Context: an optimization exercise on an open-source flow, tuned for small area. The choices shown serve that exercise and are no tape-out recipe.
The RTL was checked by simulation tests, not by an equivalence proof against the original design.

==> design.v <==
module rgb_to_ycrcb(input clk,
	input [7:0] r,
	input [7:0] g,
	input [7:0] b,
	output [7:0] y,
	output [7:0] cr,
	output [7:0] cb);
reg w1_124;
reg w1_125;
reg w1_126;
reg w1_127;
reg w1_128;
reg w1_129;
reg w1_130;
reg w1_131;
reg w1_132;
reg w1_133;
reg wc1_144;
reg wc1_145;
reg wc1_146;
reg r1_147;
reg r1_148;
reg r1_149;
reg r1_150;
reg r1_151;
reg r1_152;
reg r1_153;
reg r1_154;
reg b1_155;
reg b1_156;
reg b1_157;
reg b1_158;
reg b1_159;
reg b1_160;
reg b1_161;
reg b1_162;
reg g1_163;
reg g1_164;
reg g1_165;
reg g1_166;
reg y2_252;
reg y2_253;
reg y2_254;
reg y2_255;
reg y2_256;
reg y2_257;
reg y2_258;
reg y2_259;
reg d2_378;
reg d2_379;
reg d2_380;
reg d2_381;
reg d2_382;
reg d2_383;
reg d2_384;
reg d2_385;
reg d2_386;
reg d2_387;
reg d2_388;
reg d2_c401;
reg d2_c402;
reg e2_462;
reg e2_463;
reg e2_464;
reg e2_465;
reg e2_466;
reg e2_467;
reg e2_468;
reg e2_469;
reg e2_c471;
reg cr3_492;
reg cr3_493;
reg cr3_494;
reg cr3_495;
reg cr3_496;
reg cr3_497;
reg cr3_498;
reg cr3_499;
reg cb3_500;
reg cb3_501;
reg cb3_502;
reg cb3_503;
reg cb3_504;
reg cb3_505;
reg cb3_506;
reg cb3_507;
reg y3_508;
reg y3_509;
reg y3_510;
reg y3_511;
reg y3_512;
reg y3_513;
reg y3_514;
reg y3_515;
wire s1;
wire c2;
wire s3;
wire c4;
wire s5;
wire c6;
wire s7;
wire c8;
wire s9;
wire c10;
wire s11;
wire c12;
wire s13;
wire c14;
wire s15;
wire c16;
wire s17;
wire c18;
wire s19;
wire c20;
wire s21;
wire c22;
wire s23;
wire c24;
wire s25;
wire c26;
wire s27;
wire c28;
wire s29;
wire c30;
wire s31;
wire c32;
wire s33;
wire c34;
wire s35;
wire c36;
wire s37;
wire c38;
wire s39;
wire c40;
wire s41;
wire c42;
wire s43;
wire c44;
wire s45;
wire c46;
wire s47;
wire c48;
wire s49;
wire c50;
wire s51;
wire c52;
wire s53;
wire c54;
wire s55;
wire c56;
wire s57;
wire c58;
wire s59;
wire c60;
wire s61;
wire c62;
wire s63;
wire c64;
wire s65;
wire c66;
wire s67;
wire c68;
wire s69;
wire c70;
wire s71;
wire c72;
wire s73;
wire c74;
wire s75;
wire c76;
wire s77;
wire c78;
wire s79;
wire c80;
wire s81;
wire c82;
wire s83;
wire c84;
wire s85;
wire c86;
wire s87;
wire c88;
wire s89;
wire c90;
wire s91;
wire c92;
wire s93;
wire c94;
wire s95;
wire c96;
wire s97;
wire c98;
wire s99;
wire c100;
wire s101;
wire c102;
wire q103;
wire q104;
wire q105;
wire q106;
wire q107;
wire g108;
wire q109;
wire g110;
wire q111;
wire g112;
wire q113;
wire q114;
wire g115;
wire q116;
wire g117;
wire q118;
wire o119;
wire o120;
wire o121;
wire o122;
wire o123;
wire i134;
wire i135;
wire i136;
wire i137;
wire i138;
wire i139;
wire i140;
wire i141;
wire i142;
wire i143;
wire s167;
wire c168;
wire s169;
wire c170;
wire s171;
wire c172;
wire s173;
wire c174;
wire s175;
wire c176;
wire s177;
wire c178;
wire s179;
wire c180;
wire s181;
wire c182;
wire s183;
wire c184;
wire s185;
wire c186;
wire s187;
wire c188;
wire i189;
wire i190;
wire i191;
wire i192;
wire i193;
wire i194;
wire l195;
wire o196;
wire l197;
wire o198;
wire l199;
wire o200;
wire l201;
wire o202;
wire l203;
wire o204;
wire l205;
wire o206;
wire z207;
wire s208;
wire c209;
wire s210;
wire c211;
wire s212;
wire c213;
wire s214;
wire c215;
wire s216;
wire c217;
wire s218;
wire c219;
wire s220;
wire c221;
wire s222;
wire c223;
wire s224;
wire c225;
wire s226;
wire c227;
wire s228;
wire c229;
wire s230;
wire c231;
wire s232;
wire c233;
wire s234;
wire c235;
wire s236;
wire c237;
wire s238;
wire c239;
wire s240;
wire c241;
wire s242;
wire c243;
wire y244;
wire y245;
wire y246;
wire y247;
wire y248;
wire y249;
wire y250;
wire y251;
wire i260;
wire i261;
wire i262;
wire i263;
wire i264;
wire i265;
wire i266;
wire i267;
wire i268;
wire i269;
wire i270;
wire i271;
wire i272;
wire i273;
wire i274;
wire i275;
wire s276;
wire c277;
wire s278;
wire c279;
wire s280;
wire c281;
wire s282;
wire c283;
wire s284;
wire c285;
wire s286;
wire c287;
wire s288;
wire c289;
wire s290;
wire c291;
wire s292;
wire c293;
wire s294;
wire c295;
wire s296;
wire c297;
wire s298;
wire c299;
wire s300;
wire c301;
wire s302;
wire c303;
wire s304;
wire c305;
wire p306;
wire p307;
wire p308;
wire p309;
wire p310;
wire p311;
wire p312;
wire p313;
wire p314;
wire p315;
wire p316;
wire p317;
wire p318;
wire p319;
wire p320;
wire p321;
wire p322;
wire p323;
wire p324;
wire p325;
wire p326;
wire p327;
wire s328;
wire c329;
wire g330;
wire q331;
wire g332;
wire q333;
wire g334;
wire q335;
wire g336;
wire q337;
wire g338;
wire q339;
wire g340;
wire q341;
wire g342;
wire q343;
wire g344;
wire q345;
wire g346;
wire q347;
wire g348;
wire q349;
wire g350;
wire q351;
wire g352;
wire q353;
wire g354;
wire q355;
wire g356;
wire q357;
wire g358;
wire q359;
wire g360;
wire q361;
wire g362;
wire q363;
wire g364;
wire q365;
wire g366;
wire q367;
wire o368;
wire o369;
wire c370;
wire c371;
wire c372;
wire c373;
wire c374;
wire c375;
wire c376;
wire c377;
wire i389;
wire i390;
wire i391;
wire i392;
wire i393;
wire i394;
wire i395;
wire i396;
wire i397;
wire i398;
wire i399;
wire i400;
wire s403;
wire c404;
wire c405;
wire s406;
wire c407;
wire s408;
wire c409;
wire c410;
wire s411;
wire c412;
wire s413;
wire c414;
wire s415;
wire c416;
wire s417;
wire c418;
wire s419;
wire c420;
wire s421;
wire c422;
wire i423;
wire s424;
wire c425;
wire s426;
wire c427;
wire s428;
wire c429;
wire i430;
wire s431;
wire c432;
wire s433;
wire c434;
wire s435;
wire c436;
wire s437;
wire c438;
wire s439;
wire c440;
wire s441;
wire c442;
wire s443;
wire c444;
wire s445;
wire c446;
wire s447;
wire c448;
wire s449;
wire c450;
wire s451;
wire c452;
wire q453;
wire q454;
wire g455;
wire q456;
wire g457;
wire q458;
wire o459;
wire o460;
wire o461;
wire i470;
wire s472;
wire c473;
wire s474;
wire c475;
wire s476;
wire c477;
wire s478;
wire c479;
wire s480;
wire c481;
wire i482;
wire s483;
wire c484;
wire i485;
wire s486;
wire c487;
wire i488;
wire s489;
wire c490;
wire i491;
add3 u_s1 (.a(r[0]), .b(g[1]), .c(g[0]), .s(s1), .co(c2));
add2 u_s3 (.a(b[0]), .b(s1), .s(s3), .co(c4));
add3 u_s5 (.a(r[1]), .b(r[0]), .c(g[2]), .s(s5), .co(c6));
add3 u_s7 (.a(g[1]), .b(b[1]), .c(c2), .s(s7), .co(c8));
add3 u_s9 (.a(s5), .b(c4), .c(s7), .s(s9), .co(c10));
add3 u_s11 (.a(r[2]), .b(r[1]), .c(g[3]), .s(s11), .co(c12));
add3 u_s13 (.a(g[2]), .b(g[0]), .c(b[2]), .s(s13), .co(c14));
add3 u_s15 (.a(c6), .b(s11), .c(s13), .s(s15), .co(c16));
add3 u_s17 (.a(c8), .b(s15), .c(c10), .s(s17), .co(c18));
add3 u_s19 (.a(r[3]), .b(r[2]), .c(g[4]), .s(s19), .co(c20));
add3 u_s21 (.a(g[3]), .b(g[1]), .c(b[3]), .s(s21), .co(c22));
add3 u_s23 (.a(b[0]), .b(c12), .c(c14), .s(s23), .co(c24));
add3 u_s25 (.a(s19), .b(s21), .c(c16), .s(s25), .co(c26));
add3 u_s27 (.a(s23), .b(s25), .c(c18), .s(s27), .co(c28));
add3 u_s29 (.a(r[4]), .b(r[3]), .c(r[0]), .s(s29), .co(c30));
add3 u_s31 (.a(g[5]), .b(g[4]), .c(g[2]), .s(s31), .co(c32));
add3 u_s33 (.a(b[4]), .b(b[1]), .c(c20), .s(s33), .co(c34));
add3 u_s35 (.a(c22), .b(s29), .c(s31), .s(s35), .co(c36));
add3 u_s37 (.a(c24), .b(s33), .c(s35), .s(s37), .co(c38));
add3 u_s39 (.a(c26), .b(s37), .c(c28), .s(s39), .co(c40));
add3 u_s41 (.a(r[5]), .b(r[4]), .c(r[1]), .s(s41), .co(c42));
add3 u_s43 (.a(g[6]), .b(g[5]), .c(g[3]), .s(s43), .co(c44));
add3 u_s45 (.a(g[0]), .b(b[5]), .c(b[2]), .s(s45), .co(c46));
add3 u_s47 (.a(c30), .b(c32), .c(s41), .s(s47), .co(c48));
add3 u_s49 (.a(s43), .b(s45), .c(c34), .s(s49), .co(c50));
add3 u_s51 (.a(c36), .b(s47), .c(s49), .s(s51), .co(c52));
add3 u_s53 (.a(c38), .b(s51), .c(c40), .s(s53), .co(c54));
add3 u_s55 (.a(r[6]), .b(r[5]), .c(r[2]), .s(s55), .co(c56));
add3 u_s57 (.a(g[7]), .b(g[6]), .c(g[4]), .s(s57), .co(c58));
add3 u_s59 (.a(g[1]), .b(b[6]), .c(b[3]), .s(s59), .co(c60));
add3 u_s61 (.a(c42), .b(c44), .c(c46), .s(s61), .co(c62));
add3 u_s63 (.a(s55), .b(s57), .c(s59), .s(s63), .co(c64));
add3 u_s65 (.a(c48), .b(s61), .c(s63), .s(s65), .co(c66));
add3 u_s67 (.a(c50), .b(s65), .c(c52), .s(s67), .co(c68));
add3 u_s69 (.a(r[7]), .b(r[6]), .c(r[3]), .s(s69), .co(c70));
add3 u_s71 (.a(g[7]), .b(g[5]), .c(g[2]), .s(s71), .co(c72));
add3 u_s73 (.a(b[7]), .b(b[4]), .c(c56), .s(s73), .co(c74));
add3 u_s75 (.a(c58), .b(c60), .c(s69), .s(s75), .co(c76));
add3 u_s77 (.a(s71), .b(c62), .c(c64), .s(s77), .co(c78));
add3 u_s79 (.a(s73), .b(s75), .c(c66), .s(s79), .co(c80));
add3 u_s81 (.a(s77), .b(s79), .c(c68), .s(s81), .co(c82));
add3 u_s83 (.a(r[7]), .b(r[4]), .c(g[6]), .s(s83), .co(c84));
add3 u_s85 (.a(g[3]), .b(b[5]), .c(c70), .s(s85), .co(c86));
add3 u_s87 (.a(c72), .b(s83), .c(c74), .s(s87), .co(c88));
add3 u_s89 (.a(c76), .b(s85), .c(c78), .s(s89), .co(c90));
add3 u_s91 (.a(s87), .b(c80), .c(s89), .s(s91), .co(c92));
add3 u_s93 (.a(c84), .b(c86), .c(c88), .s(s93), .co(c94));
add3 u_s95 (.a(c90), .b(s93), .c(c92), .s(s95), .co(c96));
add2 u_s97 (.a(c54), .b(s67), .s(s97), .co(c98));
add2 u_s99 (.a(c82), .b(s91), .s(s99), .co(c100));
add2 u_s101 (.a(c94), .b(c96), .s(s101), .co(c102));
assign q103 = s39 & s27;
assign q104 = s97 & s53;
assign q105 = s99 & s81;
assign q106 = s101 & s95;
assign q107 = q104 & q103;
assign g108 = c102 | (q106 & c100);
assign q109 = q106 & q105;
assign g110 = g108 | (q109 & c98);
assign q111 = q109 & q107;
assign g112 = c100 | (q105 & c98);
assign q113 = q105 & q107;
assign q114 = s53 & q103;
assign g115 = 1'b0 | (s81 & c98);
assign q116 = s81 & q107;
assign g117 = 1'b0 | (s95 & g112);
assign q118 = s95 & q113;
assign o119 = s81 ^ c98;
assign o120 = s99 ^ g115;
assign o121 = s95 ^ g112;
assign o122 = s101 ^ g117;
assign o123 = 1'b0 ^ g110;
always @(posedge clk) w1_124 <= g[0];
always @(posedge clk) w1_125 <= s3;
always @(posedge clk) w1_126 <= s9;
always @(posedge clk) w1_127 <= s17;
always @(posedge clk) w1_128 <= s27;
always @(posedge clk) w1_129 <= s39;
always @(posedge clk) w1_130 <= s53;
always @(posedge clk) w1_131 <= s97;
always @(posedge clk) w1_132 <= o119;
always @(posedge clk) w1_133 <= o120;
assign i134 = ~w1_124;
assign i135 = ~w1_125;
assign i136 = ~w1_126;
assign i137 = ~w1_127;
assign i138 = ~w1_128;
assign i139 = ~w1_129;
assign i140 = ~w1_130;
assign i141 = ~w1_131;
assign i142 = ~w1_132;
assign i143 = ~w1_133;
always @(posedge clk) wc1_144 <= o121;
always @(posedge clk) wc1_145 <= o122;
always @(posedge clk) wc1_146 <= o123;
always @(posedge clk) r1_147 <= r[0];
always @(posedge clk) r1_148 <= r[1];
always @(posedge clk) r1_149 <= r[2];
always @(posedge clk) r1_150 <= r[3];
always @(posedge clk) r1_151 <= r[4];
always @(posedge clk) r1_152 <= r[5];
always @(posedge clk) r1_153 <= r[6];
always @(posedge clk) r1_154 <= r[7];
always @(posedge clk) b1_155 <= b[0];
always @(posedge clk) b1_156 <= b[1];
always @(posedge clk) b1_157 <= b[2];
always @(posedge clk) b1_158 <= b[3];
always @(posedge clk) b1_159 <= b[4];
always @(posedge clk) b1_160 <= b[5];
always @(posedge clk) b1_161 <= b[6];
always @(posedge clk) b1_162 <= b[7];
always @(posedge clk) g1_163 <= g[7];
always @(posedge clk) g1_164 <= g[4];
always @(posedge clk) g1_165 <= g[5];
always @(posedge clk) g1_166 <= g[6];
add3 u_s167 (.a(r1_152), .b(g1_163), .c(g1_164), .s(s167), .co(c168));
add3 u_s169 (.a(b1_161), .b(wc1_144), .c(s167), .s(s169), .co(c170));
add3 u_s171 (.a(r1_153), .b(g1_165), .c(b1_162), .s(s171), .co(c172));
add3 u_s173 (.a(wc1_145), .b(c168), .c(s171), .s(s173), .co(c174));
add2 u_s175 (.a(c170), .b(s173), .s(s175), .co(c176));
add3 u_s177 (.a(r1_154), .b(g1_166), .c(wc1_146), .s(s177), .co(c178));
add3 u_s179 (.a(c172), .b(s177), .c(c174), .s(s179), .co(c180));
add2 u_s181 (.a(c176), .b(s179), .s(s181), .co(c182));
add3 u_s183 (.a(g1_163), .b(c178), .c(c180), .s(s183), .co(c184));
add2 u_s185 (.a(c182), .b(s183), .s(s185), .co(c186));
add2 u_s187 (.a(c184), .b(c186), .s(s187), .co(c188));
assign i189 = ~s169;
assign i190 = ~s175;
assign i191 = ~s181;
assign i192 = ~s185;
assign i193 = ~s187;
assign i194 = ~c188;
assign l195 = w1_125 ^ w1_124;
assign o196 = w1_125 | w1_124;
assign l197 = w1_126 ^ o196;
assign o198 = w1_126 | o196;
assign l199 = w1_127 ^ o198;
assign o200 = w1_127 | o198;
assign l201 = w1_128 ^ o200;
assign o202 = w1_128 | o200;
assign l203 = w1_129 ^ o202;
assign o204 = w1_129 | o202;
assign l205 = w1_130 ^ o204;
assign o206 = w1_130 | o204;
zero7 u_z207 (.a({w1_130, w1_129, w1_128, w1_127, w1_126, w1_125, w1_124}), .z(z207));
add3 u_s208 (.a(r1_147), .b(i141), .c(z207), .s(s208), .co(c209));
add3 u_s210 (.a(r1_148), .b(i142), .c(c209), .s(s210), .co(c211));
add3 u_s212 (.a(r1_149), .b(i143), .c(c211), .s(s212), .co(c213));
add3 u_s214 (.a(r1_150), .b(i189), .c(c213), .s(s214), .co(c215));
add3 u_s216 (.a(r1_151), .b(i190), .c(c215), .s(s216), .co(c217));
add3 u_s218 (.a(r1_152), .b(i191), .c(c217), .s(s218), .co(c219));
add3 u_s220 (.a(r1_153), .b(i192), .c(c219), .s(s220), .co(c221));
add3 u_s222 (.a(r1_154), .b(i193), .c(c221), .s(s222), .co(c223));
add2 u_s224 (.a(i194), .b(c223), .s(s224), .co(c225));
add3 u_s226 (.a(b1_155), .b(i141), .c(z207), .s(s226), .co(c227));
add3 u_s228 (.a(b1_156), .b(i142), .c(c227), .s(s228), .co(c229));
add3 u_s230 (.a(b1_157), .b(i143), .c(c229), .s(s230), .co(c231));
add3 u_s232 (.a(b1_158), .b(i189), .c(c231), .s(s232), .co(c233));
add3 u_s234 (.a(b1_159), .b(i190), .c(c233), .s(s234), .co(c235));
add3 u_s236 (.a(b1_160), .b(i191), .c(c235), .s(s236), .co(c237));
add3 u_s238 (.a(b1_161), .b(i192), .c(c237), .s(s238), .co(c239));
add3 u_s240 (.a(b1_162), .b(i193), .c(c239), .s(s240), .co(c241));
add2 u_s242 (.a(i194), .b(c241), .s(s242), .co(c243));
assign y244 = w1_131 | c188;
assign y245 = w1_132 | c188;
assign y246 = w1_133 | c188;
assign y247 = s169 | c188;
assign y248 = s175 | c188;
assign y249 = s181 | c188;
assign y250 = s185 | c188;
assign y251 = s187 | c188;
always @(posedge clk) y2_252 <= y244;
always @(posedge clk) y2_253 <= y245;
always @(posedge clk) y2_254 <= y246;
always @(posedge clk) y2_255 <= y247;
always @(posedge clk) y2_256 <= y248;
always @(posedge clk) y2_257 <= y249;
always @(posedge clk) y2_258 <= y250;
always @(posedge clk) y2_259 <= y251;
assign i260 = ~s224;
assign i261 = ~l195;
assign i262 = ~l197;
assign i263 = ~l199;
assign i264 = ~l201;
assign i265 = ~l203;
assign i266 = ~l205;
assign i267 = ~s208;
assign i268 = ~s210;
assign i269 = ~s212;
assign i270 = ~s214;
assign i271 = ~s216;
assign i272 = ~s218;
assign i273 = ~s220;
assign i274 = ~s222;
assign i275 = ~s242;
add2 u_s276 (.a(i261), .b(i264), .s(s276), .co(c277));
add3 u_s278 (.a(w1_124), .b(i262), .c(i265), .s(s278), .co(c279));
add3 u_s280 (.a(l195), .b(i263), .c(i266), .s(s280), .co(c281));
add3 u_s282 (.a(l197), .b(i264), .c(i267), .s(s282), .co(c283));
add3 u_s284 (.a(l199), .b(i265), .c(i268), .s(s284), .co(c285));
add3 u_s286 (.a(l201), .b(i266), .c(i269), .s(s286), .co(c287));
add2 u_s288 (.a(i261), .b(i263), .s(s288), .co(c289));
add2 u_s290 (.a(i262), .b(i264), .s(s290), .co(c291));
add3 u_s292 (.a(w1_124), .b(i263), .c(i265), .s(s292), .co(c293));
add3 u_s294 (.a(i134), .b(s276), .c(i266), .s(s294), .co(c295));
add3 u_s296 (.a(i267), .b(c277), .c(s278), .s(s296), .co(c297));
add3 u_s298 (.a(i268), .b(c279), .c(s280), .s(s298), .co(c299));
add3 u_s300 (.a(s282), .b(c281), .c(i269), .s(s300), .co(c301));
add3 u_s302 (.a(c283), .b(s284), .c(i270), .s(s302), .co(c303));
add3 u_s304 (.a(c285), .b(s286), .c(i271), .s(s304), .co(c305));
assign p306 = 1'b1 & i134;
assign p307 = 1'b1 | i134;
assign p308 = i262 & w1_124;
assign p309 = i262 | w1_124;
assign p310 = s288 & i134;
assign p311 = s288 | i134;
assign p312 = s290 & c289;
assign p313 = s290 | c289;
assign p314 = s292 & c291;
assign p315 = s292 | c291;
assign p316 = s294 & c293;
assign p317 = s294 | c293;
assign p318 = s296 & c295;
assign p319 = s296 | c295;
assign p320 = s298 & c297;
assign p321 = s298 | c297;
assign p322 = s300 & c299;
assign p323 = s300 | c299;
assign p324 = s302 & c301;
assign p325 = s302 | c301;
assign p326 = s304 & c303;
assign p327 = s304 | c303;
add2 u_s328 (.a(c287), .b(c305), .s(s328), .co(c329));
assign g330 = 1'b0 | (i261 & p306);
assign q331 = i261 & p307;
assign g332 = p310 | (p311 & p308);
assign q333 = p311 & p309;
assign g334 = p314 | (p315 & p312);
assign q335 = p315 & p313;
assign g336 = p318 | (p319 & p316);
assign q337 = p319 & p317;
assign g338 = p322 | (p323 & p320);
assign q339 = p323 & p321;
assign g340 = p326 | (p327 & p324);
assign q341 = p327 & p325;
assign g342 = g332 | (q333 & g330);
assign q343 = q333 & q331;
assign g344 = g336 | (q337 & g334);
assign q345 = q337 & q335;
assign g346 = g340 | (q341 & g338);
assign q347 = q341 & q339;
assign g348 = g344 | (q345 & g342);
assign q349 = q345 & q343;
assign g350 = g346 | (q347 & g348);
assign q351 = q347 & q349;
assign g352 = g334 | (q335 & g342);
assign q353 = q335 & q343;
assign g354 = g338 | (q339 & g348);
assign q355 = q339 & q349;
assign g356 = p308 | (p309 & g330);
assign q357 = p309 & q331;
assign g358 = p312 | (p313 & g342);
assign q359 = p313 & q343;
assign g360 = p316 | (p317 & g352);
assign q361 = p317 & q353;
assign g362 = p320 | (p321 & g348);
assign q363 = p321 & q349;
assign g364 = p324 | (p325 & g354);
assign q365 = p325 & q355;
assign g366 = c329 | (s328 & g350);
assign q367 = s328 & q351;
assign o368 = s328 ^ g350;
assign o369 = 1'b0 ^ g366;
assign c370 = w1_124 & l199;
assign c371 = (l195 & l201) | (l195 & c370) | (l201 & c370);
assign c372 = (l197 & l203) | (l197 & c371) | (l203 & c371);
assign c373 = (l199 & l205) | (l199 & c372) | (l205 & c372);
assign c374 = (l201 & s226) | (l201 & c373) | (s226 & c373);
assign c375 = (l203 & s228) | (l203 & c374) | (s228 & c374);
assign c376 = (l205 & s230) | (l205 & c375) | (s230 & c375);
assign c377 = (s226 & s232) | (s226 & c376) | (s232 & c376);
always @(posedge clk) d2_378 <= l203;
always @(posedge clk) d2_379 <= l205;
always @(posedge clk) d2_380 <= s208;
always @(posedge clk) d2_381 <= s210;
always @(posedge clk) d2_382 <= s212;
always @(posedge clk) d2_383 <= s214;
always @(posedge clk) d2_384 <= s216;
always @(posedge clk) d2_385 <= s218;
always @(posedge clk) d2_386 <= s220;
always @(posedge clk) d2_387 <= s222;
always @(posedge clk) d2_388 <= s224;
assign i389 = ~d2_388;
assign i390 = ~1'b0;
assign i391 = ~d2_378;
assign i392 = ~d2_379;
assign i393 = ~d2_380;
assign i394 = ~d2_381;
assign i395 = ~d2_382;
assign i396 = ~d2_383;
assign i397 = ~d2_384;
assign i398 = ~d2_385;
assign i399 = ~d2_386;
assign i400 = ~d2_387;
always @(posedge clk) d2_c401 <= o368;
always @(posedge clk) d2_c402 <= o369;
add3 u_s403 (.a(d2_378), .b(d2_c401), .c(i393), .s(s403), .co(c404));
assign c405 = (i396 & i398) | (i396 & s403) | (i398 & s403);
add3 u_s406 (.a(d2_379), .b(d2_c402), .c(i394), .s(s406), .co(c407));
add3 u_s408 (.a(i397), .b(i399), .c(c404), .s(s408), .co(c409));
assign c410 = (s406 & c405) | (s406 & s408) | (c405 & s408);
add3 u_s411 (.a(d2_380), .b(i395), .c(i398), .s(s411), .co(c412));
add3 u_s413 (.a(i400), .b(c407), .c(s411), .s(s413), .co(c414));
add3 u_s415 (.a(c409), .b(s413), .c(c410), .s(s415), .co(c416));
add3 u_s417 (.a(d2_381), .b(d2_388), .c(i396), .s(s417), .co(c418));
add3 u_s419 (.a(i399), .b(c412), .c(s417), .s(s419), .co(c420));
add3 u_s421 (.a(c414), .b(s419), .c(c416), .s(s421), .co(c422));
assign i423 = ~s421;
add3 u_s424 (.a(d2_382), .b(i397), .c(i400), .s(s424), .co(c425));
add3 u_s426 (.a(c418), .b(s424), .c(c420), .s(s426), .co(c427));
add3 u_s428 (.a(s426), .b(c422), .c(s421), .s(s428), .co(c429));
assign i430 = ~s428;
add3 u_s431 (.a(d2_383), .b(d2_388), .c(i398), .s(s431), .co(c432));
add3 u_s433 (.a(c425), .b(s431), .c(c427), .s(s433), .co(c434));
add3 u_s435 (.a(s433), .b(c429), .c(s428), .s(s435), .co(c436));
xnor2m u_s437 (.a(d2_384), .b(i399), .y(s437));
or2m u_c438 (.a(d2_384), .b(i399), .y(c438));
add3 u_s439 (.a(s437), .b(c432), .c(c434), .s(s439), .co(c440));
xnor2m u_s441 (.a(d2_385), .b(i400), .y(s441));
or2m u_c442 (.a(d2_385), .b(i400), .y(c442));
add3 u_s443 (.a(c438), .b(s441), .c(c440), .s(s443), .co(c444));
add3 u_s445 (.a(d2_386), .b(d2_388), .c(c442), .s(s445), .co(c446));
add2 u_s447 (.a(c436), .b(s439), .s(s447), .co(c448));
add2 u_s449 (.a(c444), .b(s445), .s(s449), .co(c450));
add2 u_s451 (.a(d2_387), .b(c446), .s(s451), .co(c452));
assign q453 = s447 & s435;
assign q454 = s449 & s443;
assign g455 = c450 | (q454 & c448);
assign q456 = q454 & q453;
assign g457 = 1'b0 | (s443 & c448);
assign q458 = s443 & q453;
assign o459 = s443 ^ c448;
assign o460 = s449 ^ g457;
assign o461 = s451 ^ g455;
always @(posedge clk) e2_462 <= s228;
always @(posedge clk) e2_463 <= s230;
always @(posedge clk) e2_464 <= s232;
always @(posedge clk) e2_465 <= s234;
always @(posedge clk) e2_466 <= s236;
always @(posedge clk) e2_467 <= s238;
always @(posedge clk) e2_468 <= s240;
always @(posedge clk) e2_469 <= s242;
assign i470 = ~e2_469;
always @(posedge clk) e2_c471 <= c377;
add3 u_s472 (.a(e2_462), .b(e2_465), .c(e2_c471), .s(s472), .co(c473));
add3 u_s474 (.a(e2_463), .b(e2_466), .c(c473), .s(s474), .co(c475));
add3 u_s476 (.a(e2_464), .b(e2_467), .c(c475), .s(s476), .co(c477));
add3 u_s478 (.a(e2_465), .b(e2_468), .c(c477), .s(s478), .co(c479));
add3 u_s480 (.a(e2_466), .b(i470), .c(c479), .s(s480), .co(c481));
assign i482 = ~s480;
add3 u_s483 (.a(e2_467), .b(c481), .c(s480), .s(s483), .co(c484));
assign i485 = ~s483;
add3 u_s486 (.a(e2_468), .b(c484), .c(s483), .s(s486), .co(c487));
assign i488 = ~s486;
add3 u_s489 (.a(i470), .b(c487), .c(s486), .s(s489), .co(c490));
assign i491 = ~s489;
always @(posedge clk) cr3_492 <= s415;
always @(posedge clk) cr3_493 <= i423;
always @(posedge clk) cr3_494 <= i430;
always @(posedge clk) cr3_495 <= s435;
always @(posedge clk) cr3_496 <= s447;
always @(posedge clk) cr3_497 <= o459;
always @(posedge clk) cr3_498 <= o460;
always @(posedge clk) cr3_499 <= o461;
always @(posedge clk) cb3_500 <= s472;
always @(posedge clk) cb3_501 <= s474;
always @(posedge clk) cb3_502 <= s476;
always @(posedge clk) cb3_503 <= s478;
always @(posedge clk) cb3_504 <= i482;
always @(posedge clk) cb3_505 <= i485;
always @(posedge clk) cb3_506 <= i488;
always @(posedge clk) cb3_507 <= i491;
always @(posedge clk) y3_508 <= y2_252;
always @(posedge clk) y3_509 <= y2_253;
always @(posedge clk) y3_510 <= y2_254;
always @(posedge clk) y3_511 <= y2_255;
always @(posedge clk) y3_512 <= y2_256;
always @(posedge clk) y3_513 <= y2_257;
always @(posedge clk) y3_514 <= y2_258;
always @(posedge clk) y3_515 <= y2_259;
assign y = {y3_515, y3_514, y3_513, y3_512, y3_511, y3_510, y3_509, y3_508};
assign cr = {cr3_499, cr3_498, cr3_497, cr3_496, cr3_495, cr3_494, cr3_493, cr3_492};
assign cb = {cb3_507, cb3_506, cb3_505, cb3_504, cb3_503, cb3_502, cb3_501, cb3_500};
endmodule
module add3(input a, input b, input c, output s, output co);
assign s = a ^ b ^ c;
assign co = (a & b) | (a & c) | (b & c);
endmodule
module zero7(input [6:0] a, output z);
assign z = ~(|a);
endmodule
module xnor2m(input a, input b, output y);
assign y = ~(a ^ b);
endmodule
module or2m(input a, input b, output y);
assign y = a | b;
endmodule
module add2(input a, input b, output s, output co);
assign s = a ^ b;
assign co = a & b;
endmodule
==> flow/run.sh <==
#!/bin/bash
bash standard.sh "BUFFER_PORTS_ARGS=-buffer_cell sky130_fd_sc_hd__buf_1" \
  "CTS_ARGS=-sink_clustering_enable -repair_clock_nets -dont_use_dummy_load -buf_list {sky130_fd_sc_hd__clkbuf_4 sky130_fd_sc_hd__clkbuf_8} -sink_clustering_size 20" \
  finish > standard.log 2>&1
==> standard.sh <==
#!/bin/bash
# synth_recipe.tcl (not shown) runs the flow's synth.tcl, then flattens the netlist and writes it again
# the make line also repeats each setting of config.mk as NAME=value (left out here)
make -C /OpenROAD-flow-scripts/flow DESIGN_CONFIG=/design/flow/config.mk WORK_HOME=/design/flow/orfs CLKGATE_MAP_FILE= SYNTH_SCRIPT=/design/flow/synth_recipe.tcl "${@:-finish}"
==> config.mk <==
export PLATFORM = sky130hd
export DESIGN_NAME = rgb_to_ycrcb
export DESIGN_NICKNAME = rgb_to_ycrcb
export VERILOG_FILES = /design/flow/design.v
export SDC_FILE = /design/flow/constraint.sdc
export NUM_CORES = 4
export LEC_CHECK = 0
export CAP_MARGIN = 20
export CORE_MARGIN = 2
export CORE_UTILIZATION = 70
export PLACE_DENSITY = 0.8
export SLEW_MARGIN = 20
export SYNTH_HIERARCHICAL = 1
export SYNTH_MINIMUM_KEEP_SIZE = 0
==> constraint.sdc <==
create_clock -name core_clock -period 5.0 [get_ports {clk}]
set_input_delay 1.0000 -clock core_clock [delete_from_list [all_inputs] [get_ports {clk}]]
set_output_delay 1.0000 -clock core_clock [all_outputs]
set_load 0.01 [all_outputs]
==> results.txt <==
- Number of nets with antenna violations after routing: 0
- Final worst path period share: 0.945
- Post-synth ARST share: 0
- Sequential area share after synthesis: 0.352
- Core ar.: 0.00683 mm^2
- Hold WC Path Type: reg -> reg
- DR iter-0 viols: 92
- RSZ-0062 raised after global routing: false
- CTS Root Buffer Type: clkbuf_8
- Worst slew pin tran: 390 ps
- Vias in the first global route: 2876
- Drt wl/cell: 17.1 um
- Final Core Density: 0.766
- Post-route cell area: 0.00524 mm^2
- Num CTS Buffers: 9
- Cell variety after synth: 32
- CTS Hold Bufs: 0
- EDFF count, synth: 0
- WL final: 8.08 mm
- GP Congestion: 0.892
- Synth Instances: 338
- Setup-failing EPs final: 0
- Worst-path fanout max: 2
- Sink Count: 87
- Antenna violations before repair: 0
- Htree depth: 3
- Max Transition Viols Final: 0
- Vias: 2443
- Mapped Area: 0.00495 mm^2
- Setup CP Type: in -> reg
- Area growth syn-to-layout: 5.84%
- Post-synth top flop: dfxtp_1
- Outcome: finished clean
- Worst EP required: 5230 ps
- Share of the synthesized area in the top cell type: 0.437
- FP Rows: 30
- Clock transition at path regs: 60 ps
- First-pass GRT wire length: 13.8 mm
- Die Y: 88.1 um
- Top area cells in the synthesized netlist: fa_1, dfxtp_1, ha_1
- CTS max path bufs: 2
- Worst-skew pair later-pin latency: 360 ps
- Post-Place Worst Slack: -72.6 ps
- Syn_nets: 497
- GRT Total Usage: 0.250
- Nets: 538
- Final Hold Fails: 0
- Share of post-route cells with drive strength above 1: 0.0610
- Starting density of the core: 0.724
- DR pass1 iterations: 4
- Commonest cells after routing, fill and taps aside: fa_1, dfxtp_1, buf_1
- Min cycle time layout: 4730 ps
- Fmax: 212 MHz
- DIE AREA: 0.00776 mm^2
- Normalized max-slew margin: 0.738
- Drt via density: 5.16
- Max capacitance violation total: 0
- DPL Wire Length: 7.07 mm
- Most common cell after layout, fill and taps aside: fa_1
- # resized after CTS: 0
- Die width: 88.1 um
- CTS tree: yes
- GRT overflow: 0
- Worst EP arrival: 4950 ps
- Post-Syn Area per Cell: 14.6 um^2
- Worst clock skew: 33.9 ps
- Synth area leader: fa_1
- Worst setup EP type: flop
- Flops & latches, synth: 87
- Placed Instance Area: 0.00511 mm^2
- Drt drc: 0
- Port Buffers: 48
- CP startpoint kind: input pin
- Slack of the critical path: 274 ps
- Ys Warns: 7
- Ports: 49
- # Post-CTS Setup Buffers: 0
- Diode count: 0
- Largest net degree at the start of global routing: 16
-- synth_stat cells, types with 2 or more instances --
master / instances
buf_4: 24
a31oi_1: 2
dfxtp_1: 87
nand2_1: 8
nor2_1: 3
xnor2_1: 3
or2_1: 2
maj3_2: 2
a21oi_1: 2
ha_1: 26
a22oi_1: 3
xor2_1: 3
fa_1: 108
inv_1: 40
a31o_2: 2
maj3_1: 3
o22ai_1: 4
o21ai_1: 2
-- modules after synthesis, one instance, submodules excluded --
module	times used	flip-flops and latches	area, um^2
rgb_to_ycrcb	1	87	2520
add3	108	0	20.0
zero7	1	0	20.0
add2	17	0	12.5
xnor2m	2	0	8.76
or2m	2	0	6.26
-- path summary, 6_finish.rpt --
kind | start | end | slack, ps | cells after the start
worst max-delay path | r[0] | wc1_145 | 270 | 12
worst min-delay path | y2_253 | y3_509 | 330 | 0
worst max register to register | w1_124 | d2_c402 | 510 | 16
worst min register to register | y2_253 | y3_509 | 330 | 0
-- critical path, stage by stage --
cell    delay, ps
buf_1         130
fa_1          490
fa_1          470
fa_1          400
fa_1          410
fa_1          420
fa_1          400
fa_1          390
ha_1          240
a31o_2        280
ha_1          190
xor2_1        130
-- metal layers --
metal	vias to the layer above	GRT usage	share of wire	wire [um]
met4	0	0.0964	0.025	199
met3	14	0.0500	0.031	251
li1	1106	-	-	-
met5	-	0	0	0
met2	59	0.446	0.54	4350
met1	1264	0.302	0.41	3270
-- through the flow --
stage	setup TNS [ps]	hold slack [ps]	std cells
after global routing	0	333	473
after global placement	0	310	464
after floorplan	0	310	338
after CTS	0	330	473
after detailed placement	-76.4	315	464
final	0	325	473
-- cell families (layout without fill, tap and decap cells) --
logic type,count (synthesis),in the layout,share of synthesized area
xor+xnor,7,7,0.0139
compound gates,22,22,0.0341
flops,87,87,0.352
buf+inv,65,104,0.0675
fa+ha+maj,139,139,0.513
simple gates,18,18,0.0190
-- area by class of cell --
| cell class | count | area (um^2) |
|---|---|---|
| inverters | 41 | 154 |
| clock buffers | 9 | 124 |
| fillers | 434 | 1600 |
| well taps | 96 | 120 |
| flip-flops and latches | 87 | 1740 |
| repair buffers | 54 | 225 |
| multi-input cells | 186 | 2870 |

[separate check: timing with driven ports]
In the flow no input, the clock included, has a driving cell. The finished layout below was timed again as built, in two steps. Step 1 (the two cells are an assumption about what drives the block):
set clk [get_ports {clk}]
set_driving_cell -lib_cell sky130_fd_sc_hd__clkbuf_16 $clk
set_driving_cell -lib_cell sky130_fd_sc_hd__buf_2 [delete_from_list [all_inputs] $clk]
Step 2 adds t to the input delays and takes it off the output delays; t is the mean of the earliest and latest rising clock arrival at the registers after step 1. Input paths then give back, and output paths get back, about the clock's delay inside the block. a / b / c = ideal ports / drivers / drivers and shift; a / b = the first two.
t, ns: 0.367
slack for setup (ns): 0.274 / 0.283 / -0.084
hold WS [ns]: 0.325 / 0.325 / 0.325
worst setup path after step 2: input to register
With both steps, setup timing fails in this run, where it was met with ideal ports. The setup slack of this run moves by +0.009 ns with the drivers and by -0.358 ns with both steps.
